Background: an optimization exercise with open tools, aiming at small area, a short achievable clock period and few clock cycles. Do not read the settings as production practice. No functional check of the RTL was part of any run shown here. Power figures rest on the tool's default switching activity, not on a simulated workload.

[flow/design.v]
module adder(
    input clk,
    input reset,
    input [31:0] a,
    input [31:0] b,
    input available,
    input [4:0] exception_f,
    output [31:0] sum,
    output done
    );
    wire [7:0] ae = a[30:23];
    wire [7:0] be = b[30:23];
    wire [7:0] ep = ~(ae ^ be);
    wire [7:0] eg = ae & ~be;
    wire eg0 = eg[1] | ((ep[1] & ae[0]) & ~be[0]);
    wire ep0 = ep[1] & ep[0];
    wire eg1 = eg[2] | ((ep[2] & ae[1]) & ~be[1]);
    wire ep1 = ep[2] & ep[1];
    wire eg2 = eg[3] | ((ep[3] & ae[2]) & ~be[2]);
    wire ep2 = ep[3] & ep[2];
    wire eg3 = eg[4] | ((ep[4] & ae[3]) & ~be[3]);
    wire ep3 = ep[4] & ep[3];
    wire eg4 = eg[5] | ((ep[5] & ae[4]) & ~be[4]);
    wire ep4 = ep[5] & ep[4];
    wire eg5 = eg[6] | ((ep[6] & ae[5]) & ~be[5]);
    wire ep5 = ep[6] & ep[5];
    wire eg6 = eg[7] | ((ep[7] & ae[6]) & ~be[6]);
    wire ep6 = ep[7] & ep[6];
    wire eg7 = eg1 | ((ep1 & ae[0]) & ~be[0]);
    wire ep7 = ep1 & ep[0];
    wire eg8 = eg2 | (ep2 & eg0);
    wire ep8 = ep2 & ep0;
    wire eg9 = eg3 | (ep3 & eg1);
    wire ep9 = ep3 & ep1;
    wire eg10 = eg4 | (ep4 & eg2);
    wire ep10 = ep4 & ep2;
    wire eg11 = eg5 | (ep5 & eg3);
    wire ep11 = ep5 & ep3;
    wire eg12 = eg6 | (ep6 & eg4);
    wire ep12 = ep6 & ep4;
    wire eg13 = eg9 | ((ep9 & ae[0]) & ~be[0]);
    wire ep13 = ep9 & ep[0];
    wire eg14 = eg10 | (ep10 & eg0);
    wire ep14 = ep10 & ep0;
    wire eg15 = eg11 | (ep11 & eg7);
    wire ep15 = ep11 & ep7;
    wire eg16 = eg12 | (ep12 & eg8);
    wire ep16 = ep12 & ep8;
    wire co = eg16;
    wire [7:0] d;
    assign d[0] = ~ep[0];
    assign d[1] = co ? (ep[1] ^ (eg[0] | ep[0])) : ~(ep[1] ^ eg[0]);
    assign d[2] = co ? (ep[2] ^ (eg0 | ep0)) : ~(ep[2] ^ eg0);
    assign d[3] = co ? (ep[3] ^ (eg7 | ep7)) : ~(ep[3] ^ eg7);
    assign d[4] = co ? (ep[4] ^ (eg8 | ep8)) : ~(ep[4] ^ eg8);
    assign d[5] = co ? (ep[5] ^ (eg13 | ep13)) : ~(ep[5] ^ eg13);
    assign d[6] = co ? (ep[6] ^ (eg14 | ep14)) : ~(ep[6] ^ eg14);
    assign d[7] = co ? (ep[7] ^ (eg15 | ep15)) : ~(ep[7] ^ eg15);
    wire swap = ~co;
    wire [22:0] ma = swap ? b[22:0] : a[22:0];
    wire [22:0] mb = swap ? a[22:0] : b[22:0];
    wire big = (|d[7:5]) | (d[4] & d[3]) | (d[4] & d[2] & d[1] & d[0]);
    wire [23:0] x0 = {1'b1, mb};
    wire [1:0] s0;
    assign s0[0] = ~d[0];
    assign s0[1] = d[0];
    wire [23:0] x1;
    assign x1[0] = (s0[0] & x0[0]) | (s0[1] & x0[1]);
    assign x1[1] = (s0[0] & x0[1]) | (s0[1] & x0[2]);
    assign x1[2] = (s0[0] & x0[2]) | (s0[1] & x0[3]);
    assign x1[3] = (s0[0] & x0[3]) | (s0[1] & x0[4]);
    assign x1[4] = (s0[0] & x0[4]) | (s0[1] & x0[5]);
    assign x1[5] = (s0[0] & x0[5]) | (s0[1] & x0[6]);
    assign x1[6] = (s0[0] & x0[6]) | (s0[1] & x0[7]);
    assign x1[7] = (s0[0] & x0[7]) | (s0[1] & x0[8]);
    assign x1[8] = (s0[0] & x0[8]) | (s0[1] & x0[9]);
    assign x1[9] = (s0[0] & x0[9]) | (s0[1] & x0[10]);
    assign x1[10] = (s0[0] & x0[10]) | (s0[1] & x0[11]);
    assign x1[11] = (s0[0] & x0[11]) | (s0[1] & x0[12]);
    assign x1[12] = (s0[0] & x0[12]) | (s0[1] & x0[13]);
    assign x1[13] = (s0[0] & x0[13]) | (s0[1] & x0[14]);
    assign x1[14] = (s0[0] & x0[14]) | (s0[1] & x0[15]);
    assign x1[15] = (s0[0] & x0[15]) | (s0[1] & x0[16]);
    assign x1[16] = (s0[0] & x0[16]) | (s0[1] & x0[17]);
    assign x1[17] = (s0[0] & x0[17]) | (s0[1] & x0[18]);
    assign x1[18] = (s0[0] & x0[18]) | (s0[1] & x0[19]);
    assign x1[19] = (s0[0] & x0[19]) | (s0[1] & x0[20]);
    assign x1[20] = (s0[0] & x0[20]) | (s0[1] & x0[21]);
    assign x1[21] = (s0[0] & x0[21]) | (s0[1] & x0[22]);
    assign x1[22] = (s0[0] & x0[22]) | (s0[1] & x0[23]);
    assign x1[23] = (s0[0] & x0[23]);
    wire [1:0] s1;
    assign s1[0] = ~d[1];
    assign s1[1] = d[1];
    wire [23:0] x2;
    assign x2[0] = (s1[0] & x1[0]) | (s1[1] & x1[2]);
    assign x2[1] = (s1[0] & x1[1]) | (s1[1] & x1[3]);
    assign x2[2] = (s1[0] & x1[2]) | (s1[1] & x1[4]);
    assign x2[3] = (s1[0] & x1[3]) | (s1[1] & x1[5]);
    assign x2[4] = (s1[0] & x1[4]) | (s1[1] & x1[6]);
    assign x2[5] = (s1[0] & x1[5]) | (s1[1] & x1[7]);
    assign x2[6] = (s1[0] & x1[6]) | (s1[1] & x1[8]);
    assign x2[7] = (s1[0] & x1[7]) | (s1[1] & x1[9]);
    assign x2[8] = (s1[0] & x1[8]) | (s1[1] & x1[10]);
    assign x2[9] = (s1[0] & x1[9]) | (s1[1] & x1[11]);
    assign x2[10] = (s1[0] & x1[10]) | (s1[1] & x1[12]);
    assign x2[11] = (s1[0] & x1[11]) | (s1[1] & x1[13]);
    assign x2[12] = (s1[0] & x1[12]) | (s1[1] & x1[14]);
    assign x2[13] = (s1[0] & x1[13]) | (s1[1] & x1[15]);
    assign x2[14] = (s1[0] & x1[14]) | (s1[1] & x1[16]);
    assign x2[15] = (s1[0] & x1[15]) | (s1[1] & x1[17]);
    assign x2[16] = (s1[0] & x1[16]) | (s1[1] & x1[18]);
    assign x2[17] = (s1[0] & x1[17]) | (s1[1] & x1[19]);
    assign x2[18] = (s1[0] & x1[18]) | (s1[1] & x1[20]);
    assign x2[19] = (s1[0] & x1[19]) | (s1[1] & x1[21]);
    assign x2[20] = (s1[0] & x1[20]) | (s1[1] & x1[22]);
    assign x2[21] = (s1[0] & x1[21]) | (s1[1] & x1[23]);
    assign x2[22] = (s1[0] & x1[22]);
    assign x2[23] = (s1[0] & x1[23]);
    wire [1:0] s2;
    assign s2[0] = ~d[2];
    assign s2[1] = d[2];
    wire [23:0] x3;
    assign x3[0] = (s2[0] & x2[0]) | (s2[1] & x2[4]);
    assign x3[1] = (s2[0] & x2[1]) | (s2[1] & x2[5]);
    assign x3[2] = (s2[0] & x2[2]) | (s2[1] & x2[6]);
    assign x3[3] = (s2[0] & x2[3]) | (s2[1] & x2[7]);
    assign x3[4] = (s2[0] & x2[4]) | (s2[1] & x2[8]);
    assign x3[5] = (s2[0] & x2[5]) | (s2[1] & x2[9]);
    assign x3[6] = (s2[0] & x2[6]) | (s2[1] & x2[10]);
    assign x3[7] = (s2[0] & x2[7]) | (s2[1] & x2[11]);
    assign x3[8] = (s2[0] & x2[8]) | (s2[1] & x2[12]);
    assign x3[9] = (s2[0] & x2[9]) | (s2[1] & x2[13]);
    assign x3[10] = (s2[0] & x2[10]) | (s2[1] & x2[14]);
    assign x3[11] = (s2[0] & x2[11]) | (s2[1] & x2[15]);
    assign x3[12] = (s2[0] & x2[12]) | (s2[1] & x2[16]);
    assign x3[13] = (s2[0] & x2[13]) | (s2[1] & x2[17]);
    assign x3[14] = (s2[0] & x2[14]) | (s2[1] & x2[18]);
    assign x3[15] = (s2[0] & x2[15]) | (s2[1] & x2[19]);
    assign x3[16] = (s2[0] & x2[16]) | (s2[1] & x2[20]);
    assign x3[17] = (s2[0] & x2[17]) | (s2[1] & x2[21]);
    assign x3[18] = (s2[0] & x2[18]) | (s2[1] & x2[22]);
    assign x3[19] = (s2[0] & x2[19]) | (s2[1] & x2[23]);
    assign x3[20] = (s2[0] & x2[20]);
    assign x3[21] = (s2[0] & x2[21]);
    assign x3[22] = (s2[0] & x2[22]);
    assign x3[23] = (s2[0] & x2[23]);
    wire [3:0] s3;
    assign s3[0] = ~big & ~d[3] & ~d[4];
    assign s3[1] = ~big & d[3] & ~d[4];
    assign s3[2] = ~big & ~d[3] & d[4];
    assign s3[3] = ~big & d[3] & d[4];
    wire [23:0] sh;
    assign sh[0] = (s3[0] & x3[0]) | (s3[1] & x3[8]) | (s3[2] & x3[16]);
    assign sh[1] = (s3[0] & x3[1]) | (s3[1] & x3[9]) | (s3[2] & x3[17]);
    assign sh[2] = (s3[0] & x3[2]) | (s3[1] & x3[10]) | (s3[2] & x3[18]);
    assign sh[3] = (s3[0] & x3[3]) | (s3[1] & x3[11]) | (s3[2] & x3[19]);
    assign sh[4] = (s3[0] & x3[4]) | (s3[1] & x3[12]) | (s3[2] & x3[20]);
    assign sh[5] = (s3[0] & x3[5]) | (s3[1] & x3[13]) | (s3[2] & x3[21]);
    assign sh[6] = (s3[0] & x3[6]) | (s3[1] & x3[14]) | (s3[2] & x3[22]);
    assign sh[7] = (s3[0] & x3[7]) | (s3[1] & x3[15]) | (s3[2] & x3[23]);
    assign sh[8] = (s3[0] & x3[8]) | (s3[1] & x3[16]);
    assign sh[9] = (s3[0] & x3[9]) | (s3[1] & x3[17]);
    assign sh[10] = (s3[0] & x3[10]) | (s3[1] & x3[18]);
    assign sh[11] = (s3[0] & x3[11]) | (s3[1] & x3[19]);
    assign sh[12] = (s3[0] & x3[12]) | (s3[1] & x3[20]);
    assign sh[13] = (s3[0] & x3[13]) | (s3[1] & x3[21]);
    assign sh[14] = (s3[0] & x3[14]) | (s3[1] & x3[22]);
    assign sh[15] = (s3[0] & x3[15]) | (s3[1] & x3[23]);
    assign sh[16] = (s3[0] & x3[16]);
    assign sh[17] = (s3[0] & x3[17]);
    assign sh[18] = (s3[0] & x3[18]);
    assign sh[19] = (s3[0] & x3[19]);
    assign sh[20] = (s3[0] & x3[20]);
    assign sh[21] = (s3[0] & x3[21]);
    assign sh[22] = (s3[0] & x3[22]);
    assign sh[23] = (s3[0] & x3[23]);
    reg swap_r;
    reg [23:0] sh_r;    
    reg [22:0] p;
    reg [22:0] g;
    always @(posedge clk) begin
       swap_r <= swap;
       p <= ma ^ sh[22:0];
       g <= ma & sh[22:0];
       sh_r[23] <= sh[23];
    end
    wire [7:0] ea = swap_r ? be : ae;
    wire z = sh_r[23];
    wire mg17 = g[1] | (p[1] & g[0]);
    wire mg18 = g[3] | (p[3] & g[2]);
    wire mp18 = p[3] & p[2];
    wire mg19 = g[5] | (p[5] & g[4]);
    wire mp19 = p[5] & p[4];
    wire mg20 = g[7] | (p[7] & g[6]);
    wire mp20 = p[7] & p[6];
    wire mg21 = g[9] | (p[9] & g[8]);
    wire mp21 = p[9] & p[8];
    wire mg22 = g[11] | (p[11] & g[10]);
    wire mp22 = p[11] & p[10];
    wire mg23 = g[13] | (p[13] & g[12]);
    wire mp23 = p[13] & p[12];
    wire mg24 = g[15] | (p[15] & g[14]);
    wire mp24 = p[15] & p[14];
    wire mg25 = g[17] | (p[17] & g[16]);
    wire mp25 = p[17] & p[16];
    wire mg26 = g[19] | (p[19] & g[18]);
    wire mp26 = p[19] & p[18];
    wire mg27 = g[21] | (p[21] & g[20]);
    wire mp27 = p[21] & p[20];
    wire mg28 = g[2] | (p[2] & mg17);
    wire mg29 = mg18 | (mp18 & mg17);
    wire mg30 = g[6] | (p[6] & mg19);
    wire mp30 = p[6] & mp19;
    wire mg31 = mg20 | (mp20 & mg19);
    wire mp31 = mp20 & mp19;
    wire mg32 = g[10] | (p[10] & mg21);
    wire mp32 = p[10] & mp21;
    wire mg33 = mg22 | (mp22 & mg21);
    wire mp33 = mp22 & mp21;
    wire mg34 = g[14] | (p[14] & mg23);
    wire mp34 = p[14] & mp23;
    wire mg35 = mg24 | (mp24 & mg23);
    wire mp35 = mp24 & mp23;
    wire mg36 = g[18] | (p[18] & mg25);
    wire mp36 = p[18] & mp25;
    wire mg37 = mg26 | (mp26 & mg25);
    wire mp37 = mp26 & mp25;
    wire mg38 = g[22] | (p[22] & mg27);
    wire mp38 = p[22] & mp27;
    wire mg39 = g[4] | (p[4] & mg29);
    wire mg40 = mg19 | (mp19 & mg29);
    wire mg41 = mg30 | (mp30 & mg29);
    wire mg42 = mg31 | (mp31 & mg29);
    wire mg43 = g[12] | (p[12] & mg33);
    wire mp43 = p[12] & mp33;
    wire mg44 = mg23 | (mp23 & mg33);
    wire mp44 = mp23 & mp33;
    wire mg45 = mg34 | (mp34 & mg33);
    wire mp45 = mp34 & mp33;
    wire mg46 = mg35 | (mp35 & mg33);
    wire mp46 = mp35 & mp33;
    wire mg47 = g[20] | (p[20] & mg37);
    wire mp47 = p[20] & mp37;
    wire mg48 = mg27 | (mp27 & mg37);
    wire mp48 = mp27 & mp37;
    wire mg49 = mg38 | (mp38 & mg37);
    wire mp49 = mp38 & mp37;
    wire mg50 = g[8] | (p[8] & mg42);
    wire mg51 = mg21 | (mp21 & mg42);
    wire mg52 = mg32 | (mp32 & mg42);
    wire mg53 = mg33 | (mp33 & mg42);
    wire mg54 = mg43 | (mp43 & mg42);
    wire mg55 = mg44 | (mp44 & mg42);
    wire mg56 = mg45 | (mp45 & mg42);
    wire mg57 = mg46 | (mp46 & mg42);
    wire mg58 = g[16] | (p[16] & mg57);
    wire mg59 = mg25 | (mp25 & mg57);
    wire mg60 = mg36 | (mp36 & mg57);
    wire mg61 = mg37 | (mp37 & mg57);
    wire mg62 = mg47 | (mp47 & mg57);
    wire mg63 = mg48 | (mp48 & mg57);
    wire mg64 = mg49 | (mp49 & mg57);
    wire [23:0] t;
    assign t[0] = p[0];
    assign t[1] = p[1] ^ g[0];
    assign t[2] = p[2] ^ mg17;
    assign t[3] = p[3] ^ mg28;
    assign t[4] = p[4] ^ mg29;
    assign t[5] = p[5] ^ mg39;
    assign t[6] = p[6] ^ mg40;
    assign t[7] = p[7] ^ mg41;
    assign t[8] = p[8] ^ mg42;
    assign t[9] = p[9] ^ mg50;
    assign t[10] = p[10] ^ mg51;
    assign t[11] = p[11] ^ mg52;
    assign t[12] = p[12] ^ mg53;
    assign t[13] = p[13] ^ mg54;
    assign t[14] = p[14] ^ mg55;
    assign t[15] = p[15] ^ mg56;
    assign t[16] = p[16] ^ mg57;
    assign t[17] = p[17] ^ mg58;
    assign t[18] = p[18] ^ mg59;
    assign t[19] = p[19] ^ mg60;
    assign t[20] = p[20] ^ mg61;
    assign t[21] = p[21] ^ mg62;
    assign t[22] = p[22] ^ mg63;
    assign t[23] = mg64;
    wire c = t[23];
    wire norm = z | c;
    assign sum = norm ? {a[31], ea + 8'd1, z & c, t[22:1]} : {a[31], ea, t[22:0]};
    reg done_reg;
    always @(posedge clk or posedge reset) begin
       if (reset) done_reg <= 1'b0;
       else done_reg <= available;
    end
    assign done = done_reg;
endmodule
[flow/standard.sh]
#!/bin/bash
# synth_recipe.tcl (not shown) runs the flow's synth.tcl, then flattens the netlist and writes it again
# the make line also repeats each setting of config.mk as NAME=value (left out here)
make -C /OpenROAD-flow-scripts/flow DESIGN_CONFIG=/design/flow/config.mk WORK_HOME=/design/flow/orfs CLKGATE_MAP_FILE= SYNTH_SCRIPT=/design/flow/synth_recipe.tcl "${@:-finish}"
[flow/constraint.sdc]
create_clock -name core_clock -period 4.0 [get_ports {clk}]
set_input_delay 0.8000 -clock core_clock [delete_from_list [all_inputs] [get_ports {clk}]]
set_output_delay 0.8000 -clock core_clock [all_outputs]
set_load 0.01 [all_outputs]
[flow/flow/run.sh]
#!/bin/bash
# Standard layout with two changes:
#  - the I/O port buffers are a plain buffer cell instead of the delay cell
#    the resizer picks by default;
#  - clock tree synthesis adds no dummy loads.
export BUFFER_PORTS_ARGS="-buffer_cell sky130_fd_sc_hd__buf_1"
export CTS_ARGS="-sink_clustering_enable -repair_clock_nets -dont_use_dummy_load -buf_list {sky130_fd_sc_hd__clkbuf_4 sky130_fd_sc_hd__clkbuf_8}"
bash standard.sh > standard.log 2>&1
[flow/config.mk]
export PLATFORM = sky130hd
export DESIGN_NAME = adder
export DESIGN_NICKNAME = adder
export VERILOG_FILES = /design/flow/design.v
export SDC_FILE = /design/flow/constraint.sdc
export NUM_CORES = 4
export LEC_CHECK = 0
export ABC_AREA = 1
export CAP_MARGIN = 20
export CORE_MARGIN = 2
export CORE_UTILIZATION = 40
export SETUP_SLACK_MARGIN = 0.75
export SLEW_MARGIN = 20
==> results of run 1 <==
[cell usage after synthesis (all sizes together), types with 2 or more instances]
master	number	share of area [%]
nand3	138	14
clkbuf	12	0.91
nor3	9	0.91
nand3b	5	0.83
nand2	286	23
a21oi	25	2.8
nor2	39	3.5
ha	38	9.6
a21o	2	0.30
xnor2	5	0.88
o21ai	60	6.1
nand4	8	1.3
o21bai	3	0.45
buf	24	3.5
xor2	16	2.8
dfxtp	48	19
inv	75	5.8
o211ai	17	2.6
a31oi	2	0.25
[final timing paths]
| check | from | to | slack, ns | cells past startpoint |
|---|---|---|---|---|
| min in group core_clock | available | done_reg | 0.60 | 1 |
| hold / removal | reset | done_reg | 0.29 | 2 |
| max in group asynchronous | reset | done_reg | 3.62 | 2 |
| setup / recovery | p[1] | sum[26] | 0.84 | 17 |
[power by group through the flow]
stage | clock network, mW | registers [mW] | logic (mW)
6_report | 0.249 | 0.617 | 1.23
5_1_grt | 0.268 | 0.627 | 1.38
4_1_cts | 0.255 | 0.612 | 1.11
3_5_place_dp | 0 | 0.622 | 1.06
3_3_place_gp | 0 | 0.622 | 1.06
2_1_floorplan | 0 | 0.605 | 0.797
[cell type report]
cell class	count	area [µm²]
Timing Repair inverter	1	6.26
Fill cell	1262	5890
Tap cell	168	210
Multi-Input combinational cell	660	3770
Timing Repair Buffer	135	832
Inverter	75	299
Sequential cell	49	987
Clock buffer	5	68.8
[stage by stage]
step                      instances  worst slack [ns]
after global routing           1093             0.692
final                          1093             0.844
after floorplan                 817              1.02
after global placement         1056             0.312
after detailed placement       1056             0.300
after CTS                      1077             0.760
[timing repair]
item                                    CTS  global route
setup buffers                            12            14
gates resized for setup                  35            88
cloned                                    4             2
pin swaps                                 6            22
hold buffers                              0             0
endpoints found under the setup margin   62            75
[layer usage]
metal	vias to the layer above	routed length [µm]
met5	-	0
met4	0	144
met3	14	676
met2	166	6830
met1	2450	7260
li1	2929	-
[critical path, delay by kind of cell (launching register included)]
| family | cells | cell delay (ns) |
|---|---|---|
| and+or+nand+nor | 13 | 1.21 |
| adders and majority gates | 1 | 0.15 |
| AOI/OAI and AO/OA | 1 | 0.06 |
| buffers and inverters | 2 | 0.31 |
| DFF | 1 | 0.32 |
[cells by family after synthesis]
family          count (synthesis)
simple gates                  486
buf+inv                       111
xor+xnor                       21
flops                          49
fa+ha+maj                      38
compound gates                112
==> results by group, run 1 <==
Run status
  • Outcome: no timing/DRC/antenna violations

Clocking
  • Root buffer cell: clkbuf_8
  • Sink Count: slightly below 50
  • H-tree levels: 2
  • Cts bufs inserted: 5
  • Clk buf depth: 2
  • CTS tree: yes
  • CTS clk-pin slew, worst paths: 0.09 ns

Yosys
  • Count of mapped cells out of synthesis: about 800
  • Mapped Area: between 4000 and 5000 µm²
  • Post-Synth Adder-Cell Area: under 10%
  • Seq/Total Area, Yosys: 19.9%
  • Synth Area in Compound Gates: about an eighth
  • Simple-gate share of the synthesized area: roughly 44%
  • Post-synthesis mux area share: 0%
  • Syn Nets: a little over 900
  • EDFF count, synth: 0
  • Dominant synthesized flop cell: dfxtp_1
  • Largest family of logic cells by synthesized area: simple AND/OR/NAND/NOR gates
  • Synth cell types: 40
  • Post-synthesis async set-or-reset flop share: between 2 and 2.5%
  • Synth warnings: 1
  • Xor/xnor cell area share of the yosys netlist: roughly 3.7%
  • #FFs+latches synth: 49
  • Syn_area_per_cell: about 6.1 µm²

STA
  • Max-slew violations: 0
  • Post-route minimum period: approximately 3.2 ns
  • Worst slew pin tran: around 0.66 ns
  • Final setup viols: 0
  • Setup TNS: 0 ns
  • Peak Freq: approximately 0.32 GHz
  • Hold slack: between 0.2 and 0.3 ns
  • Max-slew headroom: between 50 and 60%
  • Part of the cycle the worst path needs: approximately 79%
  • RSZ-0062 raised after global routing: yes
  • Final Hold Viols: 0

Worst setup path
  • Crit Path Category: flop to output port
  • Cell-by-cell trace of the critical path: ha_2, or2_1, nand3_1, nand2_1, nand3_1, nand2_2, nand3_4, nand2_4, nand3_4, nand2_4, nand2_4, nand2_8, nor2_4, clkbuf_16, o21ai_1, nand2_1, buf_2
  • Crit end category: output port
  • Startpoint Class: flop
  • Worst Path Required: 3.20 ns
  • CP Max Fanout: 6
  • Worst path max stage delay: ~0.32 ns
  • Arrival @ worst endpoint: 2.36 ns
  • CP max-delay cell: dfxtp_2
  • Crit path top cell by count: nand2_4

Power and ir drop
  • Total power: about 2.1 mW
  • Clock network power share: 11.9%
  • Combinational share of power: 58.6%
  • Power Internal: about 1.1 mW
  • Worst IR Drop VDD: between 0.1 and 0.15 mV
  • Switching Power: approximately 0.97 mW
  • Power Dens Cells: between 300 and 400 nW/µm²
  • Sw frac: a little under half
  • Flop pwr share: slightly below 30%
  • Leakage power: approximately 3.1 nW

Global route
  • Busiest layer in global routing: met2
  • Vias in the first global route: ~4600
  • Initial antenna violation count: 0
  • First-pass GRT wire length: around 23000 µm
  • Routing usage on met3: under 10%
  • Largest net degree at the start of global routing: 40
  • Grt met2 use: ~35%
  • Tot GR Track Use: approximately a fifth
  • Met1 Resource Use GR: around a third
  • Total grt overflow: 0

Route
  • Routed vias: 5559
  • Total iterations of the first detailed-routing run: 5
  • Antenna Nets Post-Route: 0
  • Drt total wl: ~15000 µm
  • DRC violation count after routing: 0
  • DR vias/cell: 5.09
  • DRT iter0 DRCs: about 570
  • Per-cell routed wire length: about 14 µm

Floorplan
  • Die area: approximately 13000 µm²
  • Rows: 40
  • Core area: roughly 12000 µm²
  • Boundary pin count: between 100 and 150
  • Die X: 115 µm
  • Die height: 115 µm
  • Initial Util: between 40% and 50%

Finish
  • Share of cells above drive strength 1: 15.7%
  • Nets@finish: about 1000
  • Biggest regs: g x23, p x23
  • Most common cell after layout, fill and taps aside: nand2_1
  • Ant. Diodes: 0
  • Most frequent cells in the layout: nand2_1, nand3_1, buf_1
  • Area delta synth->final: 24.5%
  • Fin area: between 6000 and 7000 µm²
  • Post-route core utilization: about 51%

Place
  • RePlAce Congestion: slightly below 0.9
  • Cell Area, Placed: 5390 µm²
  • DP Wirelength: around 11000 µm
  • Port-buffer cells: between 90 and 100

Run
  • Max-cap violation count: 0

Min path
  • Worst min path class: input port to asynchronous set/reset pin
==> run 2: changes to the inputs <==
--- a/flow/design.v
+++ b/flow/design.v
@@ -12,20 +12,20 @@
     wire [7:0] be = b[30:23];
-    wire [7:0] ep = ~(ae ^ be);
     wire [7:0] eg = ae & ~be;
-    wire eg0 = eg[1] | ((ep[1] & ae[0]) & ~be[0]);
-    wire ep0 = ep[1] & ep[0];
-    wire eg1 = eg[2] | ((ep[2] & ae[1]) & ~be[1]);
-    wire ep1 = ep[2] & ep[1];
-    wire eg2 = eg[3] | ((ep[3] & ae[2]) & ~be[2]);
-    wire ep2 = ep[3] & ep[2];
-    wire eg3 = eg[4] | ((ep[4] & ae[3]) & ~be[3]);
-    wire ep3 = ep[4] & ep[3];
-    wire eg4 = eg[5] | ((ep[5] & ae[4]) & ~be[4]);
-    wire ep4 = ep[5] & ep[4];
-    wire eg5 = eg[6] | ((ep[6] & ae[5]) & ~be[5]);
-    wire ep5 = ep[6] & ep[5];
-    wire eg6 = eg[7] | ((ep[7] & ae[6]) & ~be[6]);
-    wire ep6 = ep[7] & ep[6];
+    wire [7:0] ek = ae | ~be;
+    wire eg0 = eg[1] | ((ek[1] & ae[0]) & ~be[0]);
+    wire ep0 = ek[1] & ek[0];
+    wire eg1 = eg[2] | ((ek[2] & ae[1]) & ~be[1]);
+    wire ep1 = ek[2] & ek[1];
+    wire eg2 = eg[3] | ((ek[3] & ae[2]) & ~be[2]);
+    wire ep2 = ek[3] & ek[2];
+    wire eg3 = eg[4] | ((ek[4] & ae[3]) & ~be[3]);
+    wire ep3 = ek[4] & ek[3];
+    wire eg4 = eg[5] | ((ek[5] & ae[4]) & ~be[4]);
+    wire ep4 = ek[5] & ek[4];
+    wire eg5 = eg[6] | ((ek[6] & ae[5]) & ~be[5]);
+    wire ep5 = ek[6] & ek[5];
+    wire eg6 = eg[7] | ((ek[7] & ae[6]) & ~be[6]);
+    wire ep6 = ek[7] & ek[6];
     wire eg7 = eg1 | ((ep1 & ae[0]) & ~be[0]);
-    wire ep7 = ep1 & ep[0];
+    wire ep7 = ep1 & ek[0];
     wire eg8 = eg2 | (ep2 & eg0);
@@ -41,3 +41,3 @@
     wire eg13 = eg9 | ((ep9 & ae[0]) & ~be[0]);
-    wire ep13 = ep9 & ep[0];
+    wire ep13 = ep9 & ek[0];
     wire eg14 = eg10 | (ep10 & eg0);
@@ -50,10 +50,17 @@
     wire [7:0] d;
-    assign d[0] = ~ep[0];
-    assign d[1] = co ? (ep[1] ^ (eg[0] | ep[0])) : ~(ep[1] ^ eg[0]);
-    assign d[2] = co ? (ep[2] ^ (eg0 | ep0)) : ~(ep[2] ^ eg0);
-    assign d[3] = co ? (ep[3] ^ (eg7 | ep7)) : ~(ep[3] ^ eg7);
-    assign d[4] = co ? (ep[4] ^ (eg8 | ep8)) : ~(ep[4] ^ eg8);
-    assign d[5] = co ? (ep[5] ^ (eg13 | ep13)) : ~(ep[5] ^ eg13);
-    assign d[6] = co ? (ep[6] ^ (eg14 | ep14)) : ~(ep[6] ^ eg14);
-    assign d[7] = co ? (ep[7] ^ (eg15 | ep15)) : ~(ep[7] ^ eg15);
+    assign d[0] = ae[0] ^ be[0];
+    wire dx1 = co ? ~(eg[0] | ek[0]) : eg[0];
+    assign d[1] = ae[1] ^ (be[1] ^ dx1);
+    wire dx2 = co ? ~(eg0 | ep0) : eg0;
+    assign d[2] = ae[2] ^ (be[2] ^ dx2);
+    wire dx3 = co ? ~(eg7 | ep7) : eg7;
+    assign d[3] = ae[3] ^ (be[3] ^ dx3);
+    wire dx4 = co ? ~(eg8 | ep8) : eg8;
+    assign d[4] = ae[4] ^ (be[4] ^ dx4);
+    wire dx5 = co ? ~(eg13 | ep13) : eg13;
+    assign d[5] = ae[5] ^ (be[5] ^ dx5);
+    wire dx6 = co ? ~(eg14 | ep14) : eg14;
+    assign d[6] = ae[6] ^ (be[6] ^ dx6);
+    wire dx7 = co ? ~(eg15 | ep15) : eg15;
+    assign d[7] = ae[7] ^ (be[7] ^ dx7);
     wire swap = ~co;
@@ -119,22 +126,24 @@
     assign x2[23] = (s1[0] & x1[23]);
-    wire [1:0] s2;
-    assign s2[0] = ~d[2];
-    assign s2[1] = d[2];
+    wire [3:0] s2;
+    assign s2[0] = ~d[2] & ~d[3];
+    assign s2[1] = d[2] & ~d[3];
+    assign s2[2] = ~d[2] & d[3];
+    assign s2[3] = d[2] & d[3];
     wire [23:0] x3;
-    assign x3[0] = (s2[0] & x2[0]) | (s2[1] & x2[4]);
-    assign x3[1] = (s2[0] & x2[1]) | (s2[1] & x2[5]);
-    assign x3[2] = (s2[0] & x2[2]) | (s2[1] & x2[6]);
-    assign x3[3] = (s2[0] & x2[3]) | (s2[1] & x2[7]);
-    assign x3[4] = (s2[0] & x2[4]) | (s2[1] & x2[8]);
-    assign x3[5] = (s2[0] & x2[5]) | (s2[1] & x2[9]);
-    assign x3[6] = (s2[0] & x2[6]) | (s2[1] & x2[10]);
-    assign x3[7] = (s2[0] & x2[7]) | (s2[1] & x2[11]);
-    assign x3[8] = (s2[0] & x2[8]) | (s2[1] & x2[12]);
-    assign x3[9] = (s2[0] & x2[9]) | (s2[1] & x2[13]);
-    assign x3[10] = (s2[0] & x2[10]) | (s2[1] & x2[14]);
-    assign x3[11] = (s2[0] & x2[11]) | (s2[1] & x2[15]);
-    assign x3[12] = (s2[0] & x2[12]) | (s2[1] & x2[16]);
-    assign x3[13] = (s2[0] & x2[13]) | (s2[1] & x2[17]);
-    assign x3[14] = (s2[0] & x2[14]) | (s2[1] & x2[18]);
-    assign x3[15] = (s2[0] & x2[15]) | (s2[1] & x2[19]);
+    assign x3[0] = (s2[0] & x2[0]) | (s2[1] & x2[4]) | (s2[2] & x2[8]) | (s2[3] & x2[12]);
+    assign x3[1] = (s2[0] & x2[1]) | (s2[1] & x2[5]) | (s2[2] & x2[9]) | (s2[3] & x2[13]);
+    assign x3[2] = (s2[0] & x2[2]) | (s2[1] & x2[6]) | (s2[2] & x2[10]) | (s2[3] & x2[14]);
+    assign x3[3] = (s2[0] & x2[3]) | (s2[1] & x2[7]) | (s2[2] & x2[11]) | (s2[3] & x2[15]);
+    assign x3[4] = (s2[0] & x2[4]) | (s2[1] & x2[8]) | (s2[2] & x2[12]) | (s2[3] & x2[16]);
+    assign x3[5] = (s2[0] & x2[5]) | (s2[1] & x2[9]) | (s2[2] & x2[13]) | (s2[3] & x2[17]);
+    assign x3[6] = (s2[0] & x2[6]) | (s2[1] & x2[10]) | (s2[2] & x2[14]) | (s2[3] & x2[18]);
+    assign x3[7] = (s2[0] & x2[7]) | (s2[1] & x2[11]) | (s2[2] & x2[15]) | (s2[3] & x2[19]);
+    assign x3[8] = (s2[0] & x2[8]) | (s2[1] & x2[12]) | (s2[2] & x2[16]) | (s2[3] & x2[20]);
+    assign x3[9] = (s2[0] & x2[9]) | (s2[1] & x2[13]) | (s2[2] & x2[17]) | (s2[3] & x2[21]);
+    assign x3[10] = (s2[0] & x2[10]) | (s2[1] & x2[14]) | (s2[2] & x2[18]) | (s2[3] & x2[22]);
+    assign x3[11] = (s2[0] & x2[11]) | (s2[1] & x2[15]) | (s2[2] & x2[19]) | (s2[3] & x2[23]);
+    assign x3[12] = (s2[0] & x2[12]) | (s2[1] & x2[16]) | (s2[2] & x2[20]);
+    assign x3[13] = (s2[0] & x2[13]) | (s2[1] & x2[17]) | (s2[2] & x2[21]);
+    assign x3[14] = (s2[0] & x2[14]) | (s2[1] & x2[18]) | (s2[2] & x2[22]);
+    assign x3[15] = (s2[0] & x2[15]) | (s2[1] & x2[19]) | (s2[2] & x2[23]);
     assign x3[16] = (s2[0] & x2[16]) | (s2[1] & x2[20]);
@@ -147,24 +156,22 @@
     assign x3[23] = (s2[0] & x2[23]);
-    wire [3:0] s3;
-    assign s3[0] = ~big & ~d[3] & ~d[4];
-    assign s3[1] = ~big & d[3] & ~d[4];
-    assign s3[2] = ~big & ~d[3] & d[4];
-    assign s3[3] = ~big & d[3] & d[4];
+    wire [1:0] s3;
+    assign s3[0] = ~big & ~d[4];
+    assign s3[1] = ~big & d[4];
     wire [23:0] sh;
-    assign sh[0] = (s3[0] & x3[0]) | (s3[1] & x3[8]) | (s3[2] & x3[16]);
-    assign sh[1] = (s3[0] & x3[1]) | (s3[1] & x3[9]) | (s3[2] & x3[17]);
-    assign sh[2] = (s3[0] & x3[2]) | (s3[1] & x3[10]) | (s3[2] & x3[18]);
-    assign sh[3] = (s3[0] & x3[3]) | (s3[1] & x3[11]) | (s3[2] & x3[19]);
-    assign sh[4] = (s3[0] & x3[4]) | (s3[1] & x3[12]) | (s3[2] & x3[20]);
-    assign sh[5] = (s3[0] & x3[5]) | (s3[1] & x3[13]) | (s3[2] & x3[21]);
-    assign sh[6] = (s3[0] & x3[6]) | (s3[1] & x3[14]) | (s3[2] & x3[22]);
-    assign sh[7] = (s3[0] & x3[7]) | (s3[1] & x3[15]) | (s3[2] & x3[23]);
-    assign sh[8] = (s3[0] & x3[8]) | (s3[1] & x3[16]);
-    assign sh[9] = (s3[0] & x3[9]) | (s3[1] & x3[17]);
-    assign sh[10] = (s3[0] & x3[10]) | (s3[1] & x3[18]);
-    assign sh[11] = (s3[0] & x3[11]) | (s3[1] & x3[19]);
-    assign sh[12] = (s3[0] & x3[12]) | (s3[1] & x3[20]);
-    assign sh[13] = (s3[0] & x3[13]) | (s3[1] & x3[21]);
-    assign sh[14] = (s3[0] & x3[14]) | (s3[1] & x3[22]);
-    assign sh[15] = (s3[0] & x3[15]) | (s3[1] & x3[23]);
+    assign sh[0] = (s3[0] & x3[0]) | (s3[1] & x3[16]);
+    assign sh[1] = (s3[0] & x3[1]) | (s3[1] & x3[17]);
+    assign sh[2] = (s3[0] & x3[2]) | (s3[1] & x3[18]);
+    assign sh[3] = (s3[0] & x3[3]) | (s3[1] & x3[19]);
+    assign sh[4] = (s3[0] & x3[4]) | (s3[1] & x3[20]);
+    assign sh[5] = (s3[0] & x3[5]) | (s3[1] & x3[21]);
+    assign sh[6] = (s3[0] & x3[6]) | (s3[1] & x3[22]);
+    assign sh[7] = (s3[0] & x3[7]) | (s3[1] & x3[23]);
+    assign sh[8] = (s3[0] & x3[8]);
+    assign sh[9] = (s3[0] & x3[9]);
+    assign sh[10] = (s3[0] & x3[10]);
+    assign sh[11] = (s3[0] & x3[11]);
+    assign sh[12] = (s3[0] & x3[12]);
+    assign sh[13] = (s3[0] & x3[13]);
+    assign sh[14] = (s3[0] & x3[14]);
+    assign sh[15] = (s3[0] & x3[15]);
     assign sh[16] = (s3[0] & x3[16]);
==> results by group, run 2 <==
Yosys
  • Mapped Area: between 5000 and 6000 µm²
  • Seq/Total Area, Yosys: between 10% and 20%
  • Synth warnings: 1
  • Syn_area_per_cell: around 6 µm²
  • Post-synth top area share: between 20% and 30%
  • #FFs+latches synth: 49
  • EDFF count, synth: 0
  • Count of mapped cells out of synthesis: roughly 870
  • Dominant synthesized flop cell: dfxtp_1
  • Synth cell types: 44
  • Top-count cell post-synth: nand2_1
  • Syn Nets: 978
  • Post-synth top area cell: nand2_1
  • Synth cell count leaders: nand2_1, nand3_1, inv_1
  • Synth top area cells: nand2_1, dfxtp_1, nand3_1
  • Post-synthesis async set-or-reset flop share: between 2 and 2.5%

Worst setup path
  • Worst path bufs/invs: 3
  • Startpoint Class: flop
  • Worst Path Required: roughly 3.2 ns
  • Crit path max-delay family: simple AND/OR/NAND/NOR gates
  • Crit end category: output port
  • Worst path max stage delay: roughly 0.32 ns
  • Crit path top cell by count: nand2_2
  • CP Max Fanout: 8
  • Crit Path Category: flop to output port
  • Cell-by-cell trace of the critical path: ha_2, or2_1, nand3_2, nand2_2, nand3_2, nand2_2, nand3_2, nand2_2, nand2_2, nand2_4, nand3_4, nand3b_4, buf_6, clkbuf_16, nand2_2, o21ai_1, buf_2
  • Arrival @ worst endpoint: approximately 2.4 ns
  • CP max-delay cell: dfxtp_2

Clocking
  • Cts bufs inserted: 5
  • Sink Count: 49
  • Root buffer cell: clkbuf_8
  • H-tree levels: 2
  • CTS tree: yes
  • Hold_buf cts: 0
  • CTS clk-pin slew, worst paths: about 0.080 ns
  • Clk buf depth: 2

Finish
  • Share of cells above drive strength 1: 14.0%
  • Ant. Diodes: 0
  • Most frequent cells in the layout: nand2_1, nand3_1, buf_1
  • Area delta synth->final: 18.7%
  • Biggest regs: g x23, p x23
  • Most common cell after layout, fill and taps aside: nand2_1
  • Nets@finish: 1070
  • Fin area: roughly 6000 µm²

Route
  • DRT iter0 DRCs: 548
  • DR vias/cell: 5.08
  • DRC violation count after routing: 0
  • Per-cell routed wire length: between 10 and 15 µm
  • Drt total wl: between 15000 and 20000 µm
  • Total iterations of the first detailed-routing run: 5
  • Routed vias: 5770
  • Antenna Nets Post-Route: 0

STA
  • Peak Freq: approximately 0.31 GHz
  • RSZ-0062 raised after global routing: yes
  • Final setup viols: 0
  • Part of the cycle the worst path needs: between 80% and 90%
  • Max-slew violations: 0
  • Setup TNS: 0 ns
  • Post-route minimum period: about 3.2 ns
  • Final Hold Viols: 0
  • Max-slew headroom: 57.0%
  • Worst slew pin tran: 0.638 ns

Floorplan
  • Boundary pin count: ~110
  • Die X: around 120 µm
  • Die height: about 120 µm
  • Core area: roughly 13000 µm²
  • Initial Util: 40.8%
  • Rows: 41
  • Die area: ~14000 µm²

Power and ir drop
  • Power Dens Cells: 323 nW/µm²
  • Worst IR Drop VDD: between 0.1 and 0.15 mV
  • Leakage power: 3.24 nW

Place
  • Port-buffer cells: 96
  • RePlAce Congestion: roughly 0.9
  • DP Wirelength: roughly 12000 µm
  • Cell Area, Placed: roughly 5600 µm²

Global route
  • First-pass GRT wire length: roughly 24000 µm
  • Largest net degree at the start of global routing: 50
  • Vias in the first global route: approximately 4800
  • Initial antenna violation count: 0
  • Total grt overflow: 0
  • Tot GR Track Use: 22.0%

Min path
  • Worst min path class: input port to asynchronous set/reset pin

Run status
  • Outcome: no timing/DRC/antenna violations

Run
  • Max-cap violation count: 0
==> run 2: cell types whose count changed after synthesis, moves of 6 or more <==
cell      previous run  this run
nand4_1              7         1
nand3_1            135       162
nand2_1            274       338
inv_2                4        12
o211ai_1            17         0
xor2_1              16        10
o21ai_1              2        14
nor2_1              34        45
o21ai_0             58        27
ha_1                38        32
inv_1               69        58
==> run 2: area by class of cell <==
| cell class | instances | area (µm²) |
|---|---|---|
| Clock buffer | 5 | 68.8 |
| Inverter | 74 | 302 |
| Multi-Input combinational cell | 717 | 3760 |
| Tap cell | 172 | 215 |
| Sequential cell | 49 | 987 |
| Fill cell | 1411 | 6450 |
| Timing Repair Buffer | 119 | 726 |
==> run 2: what timing repair did <==
action                                 4_1_cts  5_1_grt
setup endpoints to repair                   32       63
endpoints found under the hold margin        0        0
gates cloned                                 2        3
resized for setup                           19       79
setup buffers                                6        2
pin swaps                                    2       17
==> run 2: layer usage <==
metal	part of all wire (%)	vias to the layer above	track usage (%)	wire, µm
li1	-	3010	-	-
met1	47	2567	32.5	7420
met2	46	180	35.1	7270
met3	5.7	13	1.85	907
met4	1.3	0	4.86	210
met5	0	-	0	0
==> run 2: through the flow <==
stage	cells	hold WS, ns	power (mW)	utilization (%)	worst slack, ns
floorplan	874	0.529	1.36	-	1.21
global placement	1118	0.607	1.61	44.3	0.466
detailed placement	1118	0.615	1.61	44.3	0.440
CTS	1131	0.296	1.88	46.2	0.766
global route	1136	0.298	2.14	48.4	0.626
finish	1136	0.305	1.96	48.4	0.774
==> run 2: logic make-up after synthesis <==
group | Yosys count | share of synthesized area (%)
compound gates | 69 | 7.11
xor+xnor | 16 | 2.74
flops | 49 | 19.3
buf+inv | 108 | 9.87
simple gates | 600 | 53.1
fa+ha+maj | 32 | 7.84
==> run 2: worst max-delay path by stage <==
stage	end	cells after the start	from
after floorplan	sum[30]	8	a[23]
after global placement	p[5]	17	a[29]
after detailed placement	p[5]	19	a[23]
after CTS	sum[5]	17	p[1]
after global routing	sum[26]	17	p[1]
final	sum[16]	17	p[1]
==> run 2: where the power goes <==
part           internal (mW)  switching [mW]
Clock                  0.113           0.136
Sequential             0.546          0.0504
Combinational          0.391           0.725
==> run 3: changes to the inputs <==
--- a/flow/design.v
+++ b/flow/design.v
@@ -196,3 +196,3 @@
     wire z = sh_r[23];
-    wire mg17 = g[1] | (p[1] & g[0]);
+    wire mg17 = (g[1] | p[1]) & (g[1] | g[0]);
     wire mg18 = g[3] | (p[3] & g[2]);
==> results by group, run 3 <==
Clocking
  • Hold_buf cts: 0
  • Cts bufs inserted: 5
  • Sink Count: 49
  • CTS tree: yes
  • CTS clk-pin slew, worst paths: 0.09 ns
  • H-tree levels: 2
  • Root buffer cell: clkbuf_8
  • Clk buf depth: 2

Floorplan
  • Die height: 118 µm
  • Boundary pin count: between 100 and 150
  • Core area: between 10000 and 15000 µm²
  • Initial Util: between 40 and 50%
  • Rows: a little over 40
  • Die area: about 14000 µm²
  • Die X: between 100 and 150 µm

Finish
  • Multi-input logic area: between 3000 and 4000 µm²
  • Biggest regs: g x23, p x23
  • Fin area: around 6000 µm²
  • Share of cells above drive strength 1: between 10% and 20%
  • Fill count: between 1000 and 1500
  • Nets@finish: roughly 1100
  • Ant. Diodes: 0
  • Most frequent cells in the layout: nand2_1, nand3_1, buf_1
  • Post-route core utilization: about 48%
  • Post-Layout Cell Count: about 1100
  • Area delta synth->final: 15.7%
  • Most common cell after layout, fill and taps aside: nand2_1
  • Reg area: 990 µm²

Power and ir drop
  • Worst IR Drop VDD: roughly 0.11 mV
  • Leakage power: 3.17 nW
  • Power Dens Cells: 323 nW/µm²
  • Total power: about 2 mW

Global route
  • Largest net degree at the start of global routing: 36
  • First-pass GRT wire length: approximately 25000 µm
  • Total grt overflow: 0
  • Tot GR Track Use: 21.0%
  • Initial antenna violation count: 0
  • Vias in the first global route: 5145

Route
  • Antenna Nets Post-Route: 0
  • DR vias/cell: approximately 5
  • Per-cell routed wire length: between 10 and 15 µm
  • DRT iter0 DRCs: approximately 500
  • Total iterations of the first detailed-routing run: 5
  • Drt total wl: ~16000 µm
  • DRC violation count after routing: 0
  • Routed vias: roughly 5800

Run
  • Max-cap violation count: 0

Yosys
  • EDFF count, synth: 0
  • Synth cell count leaders: nand2_1, nand3_1, inv_1
  • Syn Nets: 990
  • Post-synthesis async set-or-reset flop share: 2.04%
  • Synth warnings: 1
  • Post-synth top area cell: nand2_1
  • Top-count cell post-synth: nand2_1
  • Syn_area_per_cell: between 5 and 6 µm²
  • Synth cell types: 41
  • Post-synth top area share: between 20% and 30%
  • Seq/Total Area, Yosys: a little under a fifth
  • Count of mapped cells out of synthesis: between 800 and 900
  • Mapped Area: 5220 µm²
  • Dominant synthesized flop cell: dfxtp_1
  • Synth top area cells: nand2_1, dfxtp_1, nand3_1
  • #FFs+latches synth: 49

STA
  • RSZ-0062 raised after global routing: yes
  • Setup TNS: 0 ns
  • Part of the cycle the worst path needs: 77.7%
  • Max-slew headroom: between 40% and 50%
  • Post-route minimum period: about 3.1 ns
  • Peak Freq: roughly 0.32 GHz
  • Final worst slack: between 0.8 and 0.9 ns
  • Final Hold Viols: 0
  • Final setup viols: 0
  • Hold slack: 0.290 ns
  • Max-slew violations: 0
  • Worst slew pin tran: 0.777 ns

Worst setup path
  • CP Max Fanout: 7
  • Crit end category: output port
  • Arrival @ worst endpoint: 2.31 ns
  • Crit Path Category: flop to output port
  • Worst Path Required: approximately 3.2 ns
  • Startpoint Class: flop

Place
  • RePlAce Congestion: between 0.9 and 1
  • DP Wirelength: ~12000 µm
  • Post-Place Cells: around 1100
  • Dpl ws: 0.474 ns
  • Cell Area, Placed: roughly 5600 µm²
  • Port-buffer cells: between 90 and 100

Min path
  • Worst min path class: input port to asynchronous set/reset pin

Run status
  • Outcome: no timing/DRC/antenna violations
run 3: changes by cell type after synthesis, moves of 4 or more:
cell and delta:
inv_1 -5, a21oi_1 -7, nand2_2 +5, o21ai_0 -4, buf_6 +5, clkbuf_1 -4, o21ai_1 +5, inv_2 +4
nor3_2 +4, nor2_1 +4, nand2_1 +4
run 3: cell type report:
cell class              instances  area share [%]
multi-input cells             730            63.1
flip-flops and latches         49            16.4
repair buffers                118            10.9
inverters                      72            4.93
well taps                     172            3.56
clock buffers                   5            1.14
run 3: cell families (layout without fill, tap and decap cells):
logic type               count (synthesis)  in the layout  synth area share [%]
XOR/XNOR                                14             14                  2.35
buffers and inverters                  108            195                  10.2
flip-flops                              49             49                  18.9
AND/OR/NAND/NOR                        618            618                  54.2
adder cells (fa/ha/maj)                 31             31                  7.43
AO/OA/AOI/OAI                           67             67                  6.97
run 3: per-layer routing:
| metal | track usage (%) | part of all wire [%] | vias up |
|---|---|---|---|
| li1 | - | - | 3047 |
| met1 | 29.7 | 47 | 2567 |
| met2 | 35.0 | 46 | 167 |
| met3 | 1.83 | 5.4 | 18 |
| met4 | 3.92 | 1.6 | 0 |
| met5 | 0 | 0 | - |
run 3: how the worst max path moves through the flow:
stage | end | slack [ns] | from | cells after the start
floorplan | sum[30] | 1.23 | a[23] | 8
global placement | p[9] | 0.47 | b[29] | 16
detailed placement | p[2] | 0.47 | b[23] | 20
CTS | sum[21] | 0.77 | g[0] | 15
global route | sum[9] | 0.71 | p[17] | 8
finish | sum[2] | 0.89 | p[17] | 8
run 3: repair_timing:
item / 4_1_cts / 5_1_grt
resized for setup: 5 / 56
setup endpoints to repair: 31 / 70
hold endpoints to repair: 0 / 0
pin swaps: 1 / 8
buffers inserted: 2 / 4
gates cloned: 0 / 6
run 3: power by group:
group | switching, mW | total (mW) | internal, mW
clock network | 0.146 | 0.259 | 0.113
registers | 0.0508 | 0.599 | 0.548
logic | 0.723 | 1.09 | 0.369
total | 0.920 | 1.95 | 1.03
run 3: worst max-delay path: stages, from the launching register on:
cell and delay, ns:
dfxtp_1 0.34, a21oi_1 0.28, o21ai_1 0.19, a221oi_2 0.39
nand3b_4 0.15, buf_12 0.18, clkbuf_16 0.16, o21ai_0 0.16
clkbuf_2 0.17
==> run 4: changes to the inputs <==
--- a/flow/design.v
+++ b/flow/design.v
@@ -126,24 +126,22 @@
     assign x2[23] = (s1[0] & x1[23]);
-    wire [3:0] s2;
-    assign s2[0] = ~d[2] & ~d[3];
-    assign s2[1] = d[2] & ~d[3];
-    assign s2[2] = ~d[2] & d[3];
-    assign s2[3] = d[2] & d[3];
+    wire [1:0] s2;
+    assign s2[0] = ~d[2];
+    assign s2[1] = d[2];
     wire [23:0] x3;
-    assign x3[0] = (s2[0] & x2[0]) | (s2[1] & x2[4]) | (s2[2] & x2[8]) | (s2[3] & x2[12]);
-    assign x3[1] = (s2[0] & x2[1]) | (s2[1] & x2[5]) | (s2[2] & x2[9]) | (s2[3] & x2[13]);
-    assign x3[2] = (s2[0] & x2[2]) | (s2[1] & x2[6]) | (s2[2] & x2[10]) | (s2[3] & x2[14]);
-    assign x3[3] = (s2[0] & x2[3]) | (s2[1] & x2[7]) | (s2[2] & x2[11]) | (s2[3] & x2[15]);
-    assign x3[4] = (s2[0] & x2[4]) | (s2[1] & x2[8]) | (s2[2] & x2[12]) | (s2[3] & x2[16]);
-    assign x3[5] = (s2[0] & x2[5]) | (s2[1] & x2[9]) | (s2[2] & x2[13]) | (s2[3] & x2[17]);
-    assign x3[6] = (s2[0] & x2[6]) | (s2[1] & x2[10]) | (s2[2] & x2[14]) | (s2[3] & x2[18]);
-    assign x3[7] = (s2[0] & x2[7]) | (s2[1] & x2[11]) | (s2[2] & x2[15]) | (s2[3] & x2[19]);
-    assign x3[8] = (s2[0] & x2[8]) | (s2[1] & x2[12]) | (s2[2] & x2[16]) | (s2[3] & x2[20]);
-    assign x3[9] = (s2[0] & x2[9]) | (s2[1] & x2[13]) | (s2[2] & x2[17]) | (s2[3] & x2[21]);
-    assign x3[10] = (s2[0] & x2[10]) | (s2[1] & x2[14]) | (s2[2] & x2[18]) | (s2[3] & x2[22]);
-    assign x3[11] = (s2[0] & x2[11]) | (s2[1] & x2[15]) | (s2[2] & x2[19]) | (s2[3] & x2[23]);
-    assign x3[12] = (s2[0] & x2[12]) | (s2[1] & x2[16]) | (s2[2] & x2[20]);
-    assign x3[13] = (s2[0] & x2[13]) | (s2[1] & x2[17]) | (s2[2] & x2[21]);
-    assign x3[14] = (s2[0] & x2[14]) | (s2[1] & x2[18]) | (s2[2] & x2[22]);
-    assign x3[15] = (s2[0] & x2[15]) | (s2[1] & x2[19]) | (s2[2] & x2[23]);
+    assign x3[0] = (s2[0] & x2[0]) | (s2[1] & x2[4]);
+    assign x3[1] = (s2[0] & x2[1]) | (s2[1] & x2[5]);
+    assign x3[2] = (s2[0] & x2[2]) | (s2[1] & x2[6]);
+    assign x3[3] = (s2[0] & x2[3]) | (s2[1] & x2[7]);
+    assign x3[4] = (s2[0] & x2[4]) | (s2[1] & x2[8]);
+    assign x3[5] = (s2[0] & x2[5]) | (s2[1] & x2[9]);
+    assign x3[6] = (s2[0] & x2[6]) | (s2[1] & x2[10]);
+    assign x3[7] = (s2[0] & x2[7]) | (s2[1] & x2[11]);
+    assign x3[8] = (s2[0] & x2[8]) | (s2[1] & x2[12]);
+    assign x3[9] = (s2[0] & x2[9]) | (s2[1] & x2[13]);
+    assign x3[10] = (s2[0] & x2[10]) | (s2[1] & x2[14]);
+    assign x3[11] = (s2[0] & x2[11]) | (s2[1] & x2[15]);
+    assign x3[12] = (s2[0] & x2[12]) | (s2[1] & x2[16]);
+    assign x3[13] = (s2[0] & x2[13]) | (s2[1] & x2[17]);
+    assign x3[14] = (s2[0] & x2[14]) | (s2[1] & x2[18]);
+    assign x3[15] = (s2[0] & x2[15]) | (s2[1] & x2[19]);
     assign x3[16] = (s2[0] & x2[16]) | (s2[1] & x2[20]);
@@ -157,29 +155,57 @@
     wire [1:0] s3;
-    assign s3[0] = ~big & ~d[4];
-    assign s3[1] = ~big & d[4];
+    assign s3[0] = ~d[3];
+    assign s3[1] = d[3];
+    wire [23:0] x4;
+    assign x4[0] = (s3[0] & x3[0]) | (s3[1] & x3[8]);
+    assign x4[1] = (s3[0] & x3[1]) | (s3[1] & x3[9]);
+    assign x4[2] = (s3[0] & x3[2]) | (s3[1] & x3[10]);
+    assign x4[3] = (s3[0] & x3[3]) | (s3[1] & x3[11]);
+    assign x4[4] = (s3[0] & x3[4]) | (s3[1] & x3[12]);
+    assign x4[5] = (s3[0] & x3[5]) | (s3[1] & x3[13]);
+    assign x4[6] = (s3[0] & x3[6]) | (s3[1] & x3[14]);
+    assign x4[7] = (s3[0] & x3[7]) | (s3[1] & x3[15]);
+    assign x4[8] = (s3[0] & x3[8]) | (s3[1] & x3[16]);
+    assign x4[9] = (s3[0] & x3[9]) | (s3[1] & x3[17]);
+    assign x4[10] = (s3[0] & x3[10]) | (s3[1] & x3[18]);
+    assign x4[11] = (s3[0] & x3[11]) | (s3[1] & x3[19]);
+    assign x4[12] = (s3[0] & x3[12]) | (s3[1] & x3[20]);
+    assign x4[13] = (s3[0] & x3[13]) | (s3[1] & x3[21]);
+    assign x4[14] = (s3[0] & x3[14]) | (s3[1] & x3[22]);
+    assign x4[15] = (s3[0] & x3[15]) | (s3[1] & x3[23]);
+    assign x4[16] = (s3[0] & x3[16]);
+    assign x4[17] = (s3[0] & x3[17]);
+    assign x4[18] = (s3[0] & x3[18]);
+    assign x4[19] = (s3[0] & x3[19]);
+    assign x4[20] = (s3[0] & x3[20]);
+    assign x4[21] = (s3[0] & x3[21]);
+    assign x4[22] = (s3[0] & x3[22]);
+    assign x4[23] = (s3[0] & x3[23]);
+    wire [1:0] s4;
+    assign s4[0] = ~big & ~d[4];
+    assign s4[1] = ~big & d[4];
     wire [23:0] sh;
-    assign sh[0] = (s3[0] & x3[0]) | (s3[1] & x3[16]);
-    assign sh[1] = (s3[0] & x3[1]) | (s3[1] & x3[17]);
-    assign sh[2] = (s3[0] & x3[2]) | (s3[1] & x3[18]);
-    assign sh[3] = (s3[0] & x3[3]) | (s3[1] & x3[19]);
-    assign sh[4] = (s3[0] & x3[4]) | (s3[1] & x3[20]);
-    assign sh[5] = (s3[0] & x3[5]) | (s3[1] & x3[21]);
-    assign sh[6] = (s3[0] & x3[6]) | (s3[1] & x3[22]);
-    assign sh[7] = (s3[0] & x3[7]) | (s3[1] & x3[23]);
-    assign sh[8] = (s3[0] & x3[8]);
-    assign sh[9] = (s3[0] & x3[9]);
-    assign sh[10] = (s3[0] & x3[10]);
-    assign sh[11] = (s3[0] & x3[11]);
-    assign sh[12] = (s3[0] & x3[12]);
-    assign sh[13] = (s3[0] & x3[13]);
-    assign sh[14] = (s3[0] & x3[14]);
-    assign sh[15] = (s3[0] & x3[15]);
-    assign sh[16] = (s3[0] & x3[16]);
-    assign sh[17] = (s3[0] & x3[17]);
-    assign sh[18] = (s3[0] & x3[18]);
-    assign sh[19] = (s3[0] & x3[19]);
-    assign sh[20] = (s3[0] & x3[20]);
-    assign sh[21] = (s3[0] & x3[21]);
-    assign sh[22] = (s3[0] & x3[22]);
-    assign sh[23] = (s3[0] & x3[23]);
+    assign sh[0] = (s4[0] & x4[0]) | (s4[1] & x4[16]);
+    assign sh[1] = (s4[0] & x4[1]) | (s4[1] & x4[17]);
+    assign sh[2] = (s4[0] & x4[2]) | (s4[1] & x4[18]);
+    assign sh[3] = (s4[0] & x4[3]) | (s4[1] & x4[19]);
+    assign sh[4] = (s4[0] & x4[4]) | (s4[1] & x4[20]);
+    assign sh[5] = (s4[0] & x4[5]) | (s4[1] & x4[21]);
+    assign sh[6] = (s4[0] & x4[6]) | (s4[1] & x4[22]);
+    assign sh[7] = (s4[0] & x4[7]) | (s4[1] & x4[23]);
+    assign sh[8] = (s4[0] & x4[8]);
+    assign sh[9] = (s4[0] & x4[9]);
+    assign sh[10] = (s4[0] & x4[10]);
+    assign sh[11] = (s4[0] & x4[11]);
+    assign sh[12] = (s4[0] & x4[12]);
+    assign sh[13] = (s4[0] & x4[13]);
+    assign sh[14] = (s4[0] & x4[14]);
+    assign sh[15] = (s4[0] & x4[15]);
+    assign sh[16] = (s4[0] & x4[16]);
+    assign sh[17] = (s4[0] & x4[17]);
+    assign sh[18] = (s4[0] & x4[18]);
+    assign sh[19] = (s4[0] & x4[19]);
+    assign sh[20] = (s4[0] & x4[20]);
+    assign sh[21] = (s4[0] & x4[21]);
+    assign sh[22] = (s4[0] & x4[22]);
+    assign sh[23] = (s4[0] & x4[23]);
     reg swap_r;
@@ -196,3 +222,3 @@
     wire z = sh_r[23];
-    wire mg17 = (g[1] | p[1]) & (g[1] | g[0]);
+    wire mg17 = g[1] | (p[1] & g[0]);
     wire mg18 = g[3] | (p[3] & g[2]);
==> results by group, run 4 <==
Run status
  • Outcome: no timing/DRC/antenna violations

STA
  • Setup TNS: 0 ns
  • Final setup viols: 0
  • Max-slew headroom: roughly 42%
  • Max-slew violations: 0
  • Final Hold Viols: 0
  • Part of the cycle the worst path needs: between 80% and 90%
  • Post-route minimum period: 3.21 ns
  • Final worst slack: between 0.7 and 0.8 ns
  • Worst slew pin tran: approximately 0.86 ns
  • Peak Freq: just over 0.3 GHz
  • RSZ-0062 raised after global routing: yes

Route
  • Total iterations of the first detailed-routing run: 5
  • DRC violation count after routing: 0
  • Per-cell routed wire length: ~13 µm
  • Routed vias: around 5800
  • Highest routed layer: met4
  • Routed wl met2: 6770 µm
  • DRT iter0 DRCs: roughly 400
  • Met3 WL: 770 µm
  • Antenna Nets Post-Route: 0
  • DR vias/cell: about 5
  • Drt total wl: 15300 µm
  • WL met1: ~7500 µm

Floorplan
  • Boundary pin count: ~110
  • Initial Util: 41.1%
  • Die X: roughly 120 µm
  • Rows: a little over 40
  • Die height: ~120 µm
  • Die area: ~14000 µm²
  • Core area: between 10000 and 15000 µm²

Yosys
  • Dominant synthesized flop cell: dfxtp_1
  • Post-synth top area share: between 20% and 30%
  • Post-synth top area cell: nand2_1
  • Syn Nets: 1003
  • Post-synthesis async set-or-reset flop share: a little over 2%
  • Seq/Total Area, Yosys: approximately a fifth
  • Synth cell types: 44
  • Synth warnings: 1
  • Mapped Area: 5190 µm²
  • Count of mapped cells out of synthesis: 899
  • Synth cell count leaders: nand2_1, nand3_1, inv_1
  • Synth top area cells: nand2_1, dfxtp_1, nand3_1
  • Syn_area_per_cell: 5.77 µm²
  • Top-count cell post-synth: nand2_1
  • #FFs+latches synth: between 40 and 50
  • EDFF count, synth: 0

Place
  • Port-buffer cells: 96
  • RePlAce Congestion: 0.921
  • Post-Place Cells: approximately 1100
  • Dpl ws: 0.491 ns
  • DP Wirelength: approximately 11000 µm

Clocking
  • Cts bufs inserted: 5
  • Hold_buf cts: 0
  • Clk buf depth: 2
  • CTS clk-pin slew, worst paths: roughly 0.080 ns
  • Root buffer cell: clkbuf_8
  • CTS tree: yes
  • Sink Count: slightly below 50
  • H-tree levels: 2

Global route
  • Largest net degree at the start of global routing: 44
  • Total grt overflow: 0
  • Vias in the first global route: approximately 5000
  • First-pass GRT wire length: 24400 µm
  • Tot GR Track Use: between 20% and 30%
  • Initial antenna violation count: 0

Min path
  • Worst min path class: input port to asynchronous set/reset pin

Finish
  • Nets@finish: around 1100
  • Ant. Diodes: 0
  • Share of cells above drive strength 1: 15.6%
  • Post-route core utilization: approximately 49%
  • Most frequent cells in the layout: nand2_1, nand3_1, buf_1
  • Post-Layout Cell Count: approximately 1200
  • Area delta synth->final: 20.3%
  • Most common cell after layout, fill and taps aside: nand2_1
  • Biggest regs: g x23, p x23

Worst setup path
  • Crit path max-delay family: simple AND/OR/NAND/NOR gates
  • Arrival @ worst endpoint: roughly 2.4 ns
  • CP max-delay cell: dfxtp_2
  • Worst path bufs/invs: 3
  • Crit Path Category: flop to output port
  • Crit path top cell by count: nand2_4
  • Worst Path Required: 3.20 ns
  • Crit end category: output port
  • Worst path max stage delay: roughly 0.32 ns
  • Startpoint Class: flop
  • Cell-by-cell trace of the critical path: ha_2, or2_1, nand3_2, nand2_2, nand3_2, nand2_2, nand3_2, nand2_4, nand2_4, nand2_4, nand3_4, nand3b_4, buf_8, buf_8, nand2_4, nand2_2, nand2_1, buf_2
  • CP Max Fanout: 5

Power and ir drop
  • Worst IR Drop VDD: around 0.14 mV
  • Power Dens Cells: about 320 nW/µm²
  • Leakage power: ~3.4 nW

Run
  • Max-cap violation count: 0
run 4: changes by cell type in the layout (fill, tap and decap cells not counted), sizes merged, moves of 3 or more:
cell,delta
a21oi,+5
nand3,+5
buf,+11
xor2,+3
nor3,-5
nand2,-5
run 4: final timing paths:
kind / start / endpoint / slack [ns] / cells past startpoint
worst max-delay path: p[1] / sum[26] / 0.79 / 18
worst min-delay path: reset / done_reg / 0.30 / 2
max in group asynchronous: reset / done_reg / 3.61 / 2
min in group core_clock: available / done_reg / 0.60 / 1
run 4: per-layer routing:
metal / track usage, % / vias up
li1: - / 3100
met1: 31.2 / 2543
met2: 32.3 / 134
met3: 2.18 / 16
met4: 4.67 / 0
met5: 0 / -
run 4: power by group:
| part | internal [mW] | total, mW | switching [mW] |
|---|---|---|---|
| registers | 0.550 | 0.605 | 0.0555 |
| clock network | 0.113 | 0.243 | 0.131 |
| logic | 0.408 | 1.15 | 0.746 |
run 4: logic make-up (layout without fill, tap and decap cells):
group	after synthesis	count (layout)	synth area share, %
adders and majority gates	32	32	7.71
buffers and inverters	114	207	9.96
xor gates and xnor gates	17	17	2.87
DFF	49	49	19.0
and+or+nand+nor	613	614	52.5
AOI/OAI and AO/OA	74	74	8.00
run 4: area by class of cell:
| class | count | area [µm²] |
|---|---|---|
| inverter | 74 | 302 |
| multi-input combinational | 737 | 3890 |
| clock buffer | 5 | 68.8 |
| sequential | 49 | 988 |
| fill | 1414 | 6380 |
| timing repair buffer | 127 | 777 |
| timing repair inverter | 1 | 5.00 |
| tap | 172 | 215 |
run 4: per-stage QoR:
stage          instance area [µm²]  power, mW  hold slack (ns)
2_1_floorplan                 5190       1.39            0.529
3_3_place_gp                  5620       1.65            0.606
3_5_place_dp                  5620       1.65            0.614
4_1_cts                       5870       1.93            0.287
5_1_grt                       6240       2.20            0.291
6_report                      6240       2.00            0.298
run 4: timing repair:
action	in CTS	in global routing
setup endpoints to repair	26	75
resized for setup	39	87
cloned	2	4
pin swaps	2	13
setup buffers	8	7

static timing again, ports no longer ideal:
How much do the figures lean on ideal ports? The routed layouts below were timed once more, with nothing changed but the port constraints.
Step 1: set_driving_cell puts a clkbuf_16 on clk and a buf_2 on each other input, an assumption about the parent block.
Step 2 also shifts input and output timing later by t, the mid clock arrival at the registers, as if the neighbouring blocks saw the same clock.
Slacks: ideal / step 1 / step 2; pairs: ideal / step 1.
run	shift t [ns]	setup WS [ns]	slew at the worst register clock pin (ns)	worst data-port slew with drivers (ns)
run 1	0.311	0.844 / 0.815 / 0.608	0.09 / 0.09	0.06
run 2	0.316	0.774 / 0.741 / 0.617	0.08 / 0.08	0.06
run 3	0.322	0.892 / 0.859 / 0.628	0.09 / 0.09	0.06
run 4	0.307	0.794 / 0.767 / 0.672	0.08 / 0.08	0.06
After both steps every run listed still meets setup and hold. The setup slack of run 3, which loses most, moves by -0.033 ns with the drivers and by -0.264 ns with both steps.
